From an optimization exercise on the open Yosys and OpenROAD flow, aimed at small area; shortcuts taken in it are not production practice.
At most, simulation tests tie the RTL to the original design; equivalence was not proved.
Power is estimated from default activity; no workload was simulated.

==> flow/design.v <==
module UnitGenerator
(
  input  CLK,           
  input  rst,           
  output wire UnitClock,
  output wire UnitTick,  
  input  PIN_24,  
  input  PIN_23,
  input  PIN_22,
  input  PIN_21,
  input  PIN_19,  
  input  PIN_18,
  input  PIN_17,
  input  PIN_16,
  input  PIN_15,
  input  PIN_14
  );
  reg        morse_clk;
  reg [5:0]  hi;
  reg [31:0] lo;
  wire [3:0] m = {PIN_24, PIN_23, PIN_22, PIN_21};
  wire [5:0] s = {PIN_19, PIN_18, PIN_17, PIN_16, PIN_15, PIN_14};
  reg [31:0] t1;   
  always @(*)
    case (s)
      6'd0: t1 = 32'h00000000;
      6'd1: t1 = 32'h16000000;
      6'd2: t1 = 32'h08000000;
      6'd3: t1 = 32'h05333333;
      6'd4: t1 = 32'h04000000;
      6'd5: t1 = 32'h03200000;
      6'd6: t1 = 32'h02666666;
      6'd7: t1 = 32'h02285714;
      6'd8: t1 = 32'h02000000;
      6'd9: t1 = 32'h01777777;
      6'd10: t1 = 32'h01600000;
      6'd11: t1 = 32'h01454545;
      6'd12: t1 = 32'h01333333;
      6'd13: t1 = 32'h01230769;
      6'd14: t1 = 32'h01142857;
      6'd15: t1 = 32'h01066666;
      6'd16: t1 = 32'h01000000;
      6'd17: t1 = 32'h00941176;
      6'd18: t1 = 32'h00888888;
      6'd19: t1 = 32'h00842105;
      6'd20: t1 = 32'h00800000;
      6'd21: t1 = 32'h00761904;
      6'd22: t1 = 32'h00727272;
      6'd23: t1 = 32'h00695652;
      6'd24: t1 = 32'h00666666;
      6'd25: t1 = 32'h00640000;
      6'd26: t1 = 32'h00615384;
      6'd27: t1 = 32'h00592592;
      6'd28: t1 = 32'h00571428;
      6'd29: t1 = 32'h00551724;
      6'd30: t1 = 32'h00533333;
      6'd31: t1 = 32'h00516129;
      6'd32: t1 = 32'h00500000;
      6'd33: t1 = 32'h00484848;
      6'd34: t1 = 32'h00470588;
      6'd35: t1 = 32'h00457142;
      6'd36: t1 = 32'h00444444;
      6'd37: t1 = 32'h00432432;
      6'd38: t1 = 32'h00421052;
      6'd39: t1 = 32'h00410256;
      6'd40: t1 = 32'h00400000;
      6'd41: t1 = 32'h00390243;
      6'd42: t1 = 32'h00380952;
      6'd43: t1 = 32'h00372093;
      6'd44: t1 = 32'h00363636;
      6'd45: t1 = 32'h00355555;
      6'd46: t1 = 32'h00347826;
      6'd47: t1 = 32'h00340425;
      6'd48: t1 = 32'h00333333;
      6'd49: t1 = 32'h00326530;
      6'd50: t1 = 32'h00320000;
      6'd51: t1 = 32'h00313725;
      6'd52: t1 = 32'h00307692;
      6'd53: t1 = 32'h00301886;
      6'd54: t1 = 32'h00296296;
      6'd55: t1 = 32'h00290909;
      6'd56: t1 = 32'h00285714;
      6'd57: t1 = 32'h00280701;
      6'd58: t1 = 32'h00275862;
      6'd59: t1 = 32'h00271186;
      6'd60: t1 = 32'h00266666;
      6'd61: t1 = 32'h00262295;
      6'd62: t1 = 32'h00258064;
      6'd63: t1 = 32'h00253968;
    endcase
  reg [31:0] lo_inc;
  reg [5:0]  hi_inc;
  reg        c;
  integer i;
  always @(*) begin
    c = 1'b1;
    for (i = 0; i < 8; i = i + 1) begin
      lo_inc[4*i]   = lo[4*i] ^ c;
      lo_inc[4*i+1] = (lo[4*i+1] ^ (c & lo[4*i])) & ~(c & lo[4*i+3]);
      lo_inc[4*i+2] = lo[4*i+2] ^ (c & lo[4*i+1] & lo[4*i]);
      lo_inc[4*i+3] = c ? ((lo[4*i+3] & ~lo[4*i]) | (lo[4*i+2] & lo[4*i+1] & lo[4*i])) : lo[4*i+3];
      c = c & lo[4*i+3] & lo[4*i];
    end
    hi_inc = hi + {5'd0, c};
  end
  wire ones = (hi == 6'd42) && (lo == 32'h94967295);    
  function ge(input [31:0] a, input [31:0] b, input integer w);
    integer k;
    reg g;
    begin
      g = 1'b1;
      for (k = 0; k < w; k = k + 1)
        g = (a[k] & ~b[k]) | (a[k] & g) | (~b[k] & g);
      ge = g;
    end
  endfunction
  reg [31:0] t;
  reg        mok;
  always @(*) begin
    t = t1; mok = 1'b1;
    case (m)
      4'b0001: t = t1;
      4'b0010: t = {4'd0, t1[31:4]};
      4'b0100: t = {12'd0, t1[31:12]};
      4'b1000: t = {24'd0, t1[31:24]};
      default: mok = 1'b0;
    endcase
  end
  wire ge_sel = mok & ((|hi) | ge(lo, t, 32));
  wire hit = ones || (ge_sel && s != 6'd0);
  always @(posedge CLK)
    if (rst) begin
      morse_clk <= 1'b1;
      hi <= 6'd0;
      lo <= 32'd0;
    end else if (hit) begin
      morse_clk <= ~morse_clk;
      hi <= 6'd0;
      lo <= 32'd0;
    end else begin
      hi <= hi_inc;
      lo <= lo_inc;
    end
  assign UnitClock = morse_clk;
  assign UnitTick = hit & ~morse_clk;
endmodule
module Sentence
  (
    input  CLK,
    input  rst,        
    input  UnitTick,   
    output wire ONOFF,
    output wire isDash
  );
  localparam [1:0] SEG_S2 = 2'b00;
  localparam [1:0] SEG_S1 = 2'b01;
  localparam [1:0] SEG_O  = 2'b10;
  reg [1:0] seg;
  reg [3:0] rem;
  reg       onoff;
  reg       indash;
  reg [1:0] seg_n;
  reg [3:0] rem_n;
  always @(*) begin
    seg_n = seg;
    rem_n = rem;
    if (rst) begin
      seg_n = SEG_S2;
      rem_n = 4'd0;
    end else if (UnitTick) begin
      if (rem == 4'd0) begin
        seg_n = (seg == SEG_S2) ? SEG_S1 : (seg == SEG_S1) ? SEG_O : SEG_S2;
        rem_n = (seg == SEG_S1) ? 4'd15 : 4'd9;
      end else
        rem_n = rem - 4'd1;
    end
  end
  wire on_n   = (rem_n[3] | rem_n[2]) & (seg_n[1] ? ~(rem_n[1] & rem_n[0]) : ~rem_n[0]);
  always @(posedge CLK) begin
    seg    <= seg_n;
    rem    <= rem_n;
    onoff  <= on_n;
    indash <= on_n & seg_n[1];
  end
  assign ONOFF = onoff;
  assign isDash = indash;
endmodule
module LaserMorse_Top #(parameter CLK_SPEED=16_000_000)
  (input  CLK,           
   input  rst,           
   output PIN_12,
   output PIN_13,
   output LED,
   output USBPU,   
   input  PIN_24,  
   input  PIN_23,  
   input  PIN_22,  
   input  PIN_21,  
   input  PIN_19,  
   input  PIN_18,
   input  PIN_17,
   input  PIN_16,
   input  PIN_15,
   input  PIN_14
    );
  wire unitClock;
  wire unitTick;
  wire ledOnOff;
  wire isDash;
  UnitGenerator unit(.CLK(CLK), .rst(rst),
                     .UnitClock(unitClock), .UnitTick(unitTick),
                     .PIN_24(PIN_24), .PIN_23(PIN_23), .PIN_22(PIN_22), .PIN_21(PIN_21),
                     .PIN_19(PIN_19), .PIN_18(PIN_18), .PIN_17(PIN_17),
                     .PIN_16(PIN_16), .PIN_15(PIN_15), .PIN_14(PIN_14));
  Sentence sentence(.CLK(CLK), .rst(rst), .UnitTick(unitTick),
                    .ONOFF(ledOnOff), .isDash(isDash));
  assign LED = ledOnOff;
  assign PIN_13 = ledOnOff;
  assign PIN_12 = isDash;
  assign USBPU = 1'b0;
endmodule
clock: 130.0 ns
lec_check: 0
cap_margin: 20
core_margin: 2
core_utilization: 40
cts_buf_list: sky130_fd_sc_hd__clkbuf_8
slew_margin: 20
standard.sh (not shown) runs the stock make flow with config.mk's settings and CLKGATE_MAP_FILE= SYNTH_SCRIPT=/design/flow/synth_recipe.tcl, a recipe that flattens the netlist after the stock synthesis.
==> flow/flow/run.sh <==
#!/bin/bash
# Own layout flow: the standard layout (standard.sh) with these changes:
#  - synthesis maps the logic with an area-only ABC script (flow/abc_min.script)
#    instead of ORFS's abc_area.script (which buffers and upsizes for a delay
#    target), and leaves adders to ABC instead of mapping them to ha/fa cells
#    first. Everything else is ORFS's synth.tcl as synth_recipe.tcl runs it, so
#    the registers are the standard ones.
#  - port buffers are the smallest buffer, sky130_fd_sc_hd__buf_1.
set -euo pipefail
here=$(pwd)
flowdir=$here/flow

sed -e "s|^source \$::env(SCRIPTS_DIR)/synth_preamble.tcl\$|&\nset abc_args [lreplace \$abc_args 1 1 $flowdir/abc_min.script]|" \
    -e 's|^  \[env_var_exists_and_non_empty ADDER_MAP_FILE\] &&$|  0 \&\&|' \
  "$FLOW_HOME/scripts/synth.tcl" > "$here/synth_min.tcl"
grep -q "abc_min.script" "$here/synth_min.tcl"
grep -q "^  0 &&" "$here/synth_min.tcl"
sed "s|^source \$::env(SCRIPTS_DIR)/synth.tcl\$|source $here/synth_min.tcl|" \
  "$here/synth_recipe.tcl" > "$here/synth_own.tcl"
grep -q "synth_min.tcl" "$here/synth_own.tcl"

bash "$here/standard.sh" SYNTH_SCRIPT="$here/synth_own.tcl" \
  "BUFFER_PORTS_ARGS=-buffer_cell sky130_fd_sc_hd__buf_1" finish > "$here/flow_make.log" 2>&1
==> flow/flow/abc_min.script <==
strash
dch
map -a
topo
The starting point went through all stages and came out clean.
Change:
--- a/flow/design.v
+++ b/flow/design.v
@@ -16,8 +16,8 @@
   input  PIN_14
   );
   reg        morse_clk;
-  reg [5:0]  hi;
-  reg [31:0] lo;
+  reg [8:0]  hi;
+  reg [27:0] lo;
   wire [3:0] m = {PIN_24, PIN_23, PIN_22, PIN_21};
   wire [5:0] s = {PIN_19, PIN_18, PIN_17, PIN_16, PIN_15, PIN_14};
   reg [31:0] t1;   
@@ -88,22 +88,22 @@
       6'd62: t1 = 32'h00258064;
       6'd63: t1 = 32'h00253968;
     endcase
-  reg [31:0] lo_inc;
-  reg [5:0]  hi_inc;
+  reg [27:0] lo_inc;
+  reg [8:0]  hi_inc;
   reg        c;
   integer i;
   always @(*) begin
     c = 1'b1;
-    for (i = 0; i < 8; i = i + 1) begin
+    for (i = 0; i < 7; i = i + 1) begin
       lo_inc[4*i]   = lo[4*i] ^ c;
       lo_inc[4*i+1] = (lo[4*i+1] ^ (c & lo[4*i])) & ~(c & lo[4*i+3]);
       lo_inc[4*i+2] = lo[4*i+2] ^ (c & lo[4*i+1] & lo[4*i]);
       lo_inc[4*i+3] = c ? ((lo[4*i+3] & ~lo[4*i]) | (lo[4*i+2] & lo[4*i+1] & lo[4*i])) : lo[4*i+3];
       c = c & lo[4*i+3] & lo[4*i];
     end
-    hi_inc = hi + {5'd0, c};
-  end
-  wire ones = (hi == 6'd42) && (lo == 32'h94967295);    
+    hi_inc = hi + {8'd0, c};
+  end
+  wire ones = (hi == 9'd429) && (lo == 28'h4967295);    
   function ge(input [31:0] a, input [31:0] b, input integer w);
     integer k;
     reg g;
@@ -126,17 +126,17 @@
       default: mok = 1'b0;
     endcase
   end
-  wire ge_sel = mok & ((|hi) | ge(lo, t, 32));
+  wire ge_sel = mok & ((hi > {5'd0, t[31:28]}) | ((hi == {5'd0, t[31:28]}) & ge({4'd0, lo}, {4'd0, t[27:0]}, 28)));
   wire hit = ones || (ge_sel && s != 6'd0);
   always @(posedge CLK)
     if (rst) begin
       morse_clk <= 1'b1;
-      hi <= 6'd0;
-      lo <= 32'd0;
+      hi <= 9'd0;
+      lo <= 28'd0;
     end else if (hit) begin
       morse_clk <= ~morse_clk;
-      hi <= 6'd0;
-      lo <= 32'd0;
+      hi <= 9'd0;
+      lo <= 28'd0;
     end else begin
       hi <= hi_inc;
       lo <= lo_inc;
Wire length fell by 7.0%; core utilization rose by 0.45 points; via count fell by 1.8%; global-route usage decreases by 1.7 points; power went down by 3.2%; critical path depth decreases by 3; cell count drops by 2.9%; design area is lower by 2.3%; clock-buffer cell count is unchanged; first-iteration DRC count rises by 6.4%; sequential cell count falls by 1; worst setup slack gets worse by 0.51 ns.
Function was not checked in any run of this note: the RTL went through the layout flow alone.


## lane 1
Another version of the RTL of LaserMorse_Top (not shown whole).
Size in the first run: ~520 cells after synthesis, roughly 46 flip-flops, roughly 16 I/O pins, roughly 3600 um2 of cells after synthesis.
==> module Sentence, before the edit <==
module Sentence
  (
    input  CLK,
    input  rst,
    input  UnitTick,
    output wire ONOFF,
    output wire isDash
  );
  localparam [1:0] SEG_S1 = 2'b00;
  localparam [1:0] SEG_O  = 2'b01;
  localparam [1:0] SEG_S2 = 2'b10;
  reg [1:0] seg;
  reg [3:0] pos;
  reg       onoff;
  reg       indash;
  reg [1:0] seg_n;
  reg [3:0] pos_n;
  always @(*) begin
    seg_n = seg;
    pos_n = pos;
    if (rst) begin
      seg_n = SEG_S2;
      pos_n = 4'd15;
    end else if (UnitTick) begin
      if (pos == 4'd15) begin
        seg_n = (seg == SEG_S1) ? SEG_O : (seg == SEG_O) ? SEG_S2 : SEG_S1;
        pos_n = (seg == SEG_S1) ? 4'd0 : 4'd6;
      end else
        pos_n = pos + 4'd1;
    end
  end
  wire on_n = ~(pos_n[3] & pos_n[2]) & (seg_n[0] ? (pos_n[1] | pos_n[0]) : pos_n[0]);
  always @(posedge CLK) begin
    seg    <= seg_n;
    pos    <= pos_n;
    onoff  <= on_n;
    indash <= on_n & seg_n[0];
  end
  assign ONOFF = onoff;
  assign isDash = indash;
endmodule
clock: 130.0 ns
lec_check: 0
cap_margin: 20
core_margin: 2
core_utilization: 40
gpl_timing_driven: 0
slew_margin: 20
==> flow/flow/run.sh <==
#!/bin/bash
# Own layout flow: the standard layout (standard.sh) with these changes:
#  - synthesis maps the logic with an area-only ABC script (flow/abc_min.script:
#    a long AIG optimisation, then mapping with area recovery)
#    instead of ORFS's abc_area.script (which buffers and upsizes for a delay
#    target), and leaves adders to ABC instead of mapping them to ha/fa cells
#    first. Everything else is ORFS's synth.tcl as synth_recipe.tcl runs it, so
#    the registers are the standard ones.
#  - port buffers, and synthesis's buffers for outputs that share a net, are
#    the smallest buffer, sky130_fd_sc_hd__buf_1.
#  - clock tree synthesis gets its arguments from flow/cts_args (ORFS's own
#    arguments, the buffer list and no dummy loads).
set -euo pipefail
here=$(pwd)
flowdir=$here/flow

sed -e "s|^source \$::env(SCRIPTS_DIR)/synth_preamble.tcl\$|&\nset abc_args [lreplace \$abc_args 1 1 $flowdir/abc_min.script]|" \
    -e 's|^  \[env_var_exists_and_non_empty ADDER_MAP_FILE\] &&$|  0 \&\&|' \
  "$FLOW_HOME/scripts/synth.tcl" > "$here/synth_min.tcl"
grep -q "abc_min.script" "$here/synth_min.tcl"
grep -q "^  0 &&" "$here/synth_min.tcl"
sed "s|^source \$::env(SCRIPTS_DIR)/synth.tcl\$|source $here/synth_min.tcl|" \
  "$here/synth_recipe.tcl" > "$here/synth_own.tcl"
grep -q "synth_min.tcl" "$here/synth_own.tcl"

bash "$here/standard.sh" SYNTH_SCRIPT="$here/synth_own.tcl" \
  "BUFFER_PORTS_ARGS=-buffer_cell sky130_fd_sc_hd__buf_1" \
  "MIN_BUF_CELL_AND_PORTS=sky130_fd_sc_hd__buf_1 A X" \
  "CTS_ARGS=$(cat "$flowdir/cts_args")" finish > "$here/flow_make.log" 2>&1
==> flow/flow/abc_min.script <==
strash
&get -n
&deepsyn -T 150
&nf -R 1000 -p
&put
topo
==> flow/flow/cts_args <==
-sink_clustering_enable -repair_clock_nets -buf_list sky130_fd_sc_hd__clkbuf_8 -dont_use_dummy_load
> inputs changed (lane 1 -> lane 5)
==> flow/design.v, changed modules only <==
module Sentence
  (
    input  CLK,
    input  rst,        
    input  UnitTick,   
    output wire ONOFF,
    output wire isDash
  );
  localparam [1:0] SEG_S2 = 2'b00;
  localparam [1:0] SEG_S1 = 2'b01;
  localparam [1:0] SEG_O  = 2'b10;
  reg [1:0] seg;
  reg [3:0] rem;
  reg       onoff;
  reg       indash;
  reg [1:0] seg_n;
  reg [3:0] rem_n;
  always @(*) begin
    seg_n = seg;
    rem_n = rem;
    if (rst) begin
      seg_n = SEG_S2;
      rem_n = 4'd0;
    end else if (UnitTick) begin
      if (rem == 4'd0) begin
        seg_n = (seg == SEG_S2) ? SEG_S1 : (seg == SEG_S1) ? SEG_O : SEG_S2;
        rem_n = (seg == SEG_S1) ? 4'd15 : 4'd9;
      end else
        rem_n = rem - 4'd1;
    end
  end
  wire on_n   = (rem_n[3] | rem_n[2]) & (seg_n[1] ? ~(rem_n[1] & rem_n[0]) : ~rem_n[0]);
  always @(posedge CLK) begin
    seg    <= seg_n;
    rem    <= rem_n;
    onoff  <= on_n;
    indash <= on_n & seg_n[1];
  end
  assign ONOFF = onoff;
  assign isDash = indash;
endmodule
==> summary.txt <==
The final layout from lane 5, which completed every stage, passed the timing, DRC and antenna checks at the end of the flow.
Lane 1 finished end to end and its layout was clean on timing, DRC and antenna.
Lane 5 ends up with higher worst supply voltage drop on vdd than lane 1 does.
From lane 1 to lane 5 the numbers moved as follows: first-pass GRT wire length moved down, sequential element share of the synthesized area moved down, final worst setup slack moved down.
Compared to lane 1, lane 5 has fraction of standard cell area in multi-input logic 0.43 points higher.
Taking lane 1 as the reference point, the xor/xnor share of the synthesized area of lane 5 falls by 0.31 points.
Normalized max-slew margin: lane 1 and lane 5 compared, lower one is lane 1
In the reports for lane 1 and lane 5, the larger global-route usage belongs to lane 1.
Higher overall power of the completed layout goes to lane 5 over lane 1.
Across both runs, overall routed net length was lower for lane 5 than for lane 1.
Lane 5 vs lane 1: synthesized netlist net count up slightly
When lane 5 is measured against lane 1, its share of power burned in the clock network turns out 0.6 points lower.
Relative to lane 1, the achievable clock frequency measured on lane 5 has decreased by a few percent.

## port drivers added, routing unchanged
The flow's constraints put no driver on any port. The routed layouts listed below were extracted and timed again, unchanged, in two steps. Step 1 assumes that a clkbuf_16 drives the clock port and a buf_2 every other input. Step 2 adds t to the input delays and takes it off the output delays; t is the mean of the earliest and latest rising clock arrival at the registers after step 1. Input paths then give back, and output paths get back, about the clock's delay inside the block. a / b / c = ideal ports / drivers / drivers and shift; a / b = the first two.
| run | t (ns) | slack for setup (ns) | clock arrival spread, ns | slew at the worst register clock pin (ns) |
|---|---|---|---|---|
| the first run of note 1 | 0.339 | 95.883 / 95.895 / 95.556 | 0.007 / 0.007 | 0.10 / 0.10 |
| the second run of note 1 | 0.320 | 95.368 / 95.367 / 95.048 | 0.005 / 0.005 | 0.09 / 0.09 |
| lane 1 | 0.328 | 96.336 / 96.345 / 96.018 | 0.017 / 0.017 | 0.09 / 0.09 |
| lane 5 | 0.331 | 94.885 / 94.893 / 94.562 | 0.011 / 0.011 | 0.09 / 0.09 |
After both steps setup and hold are still met in every run listed. The setup slack of the first run of note 1, which loses most, moves by +0.012 ns with the drivers and by -0.327 ns with both steps.
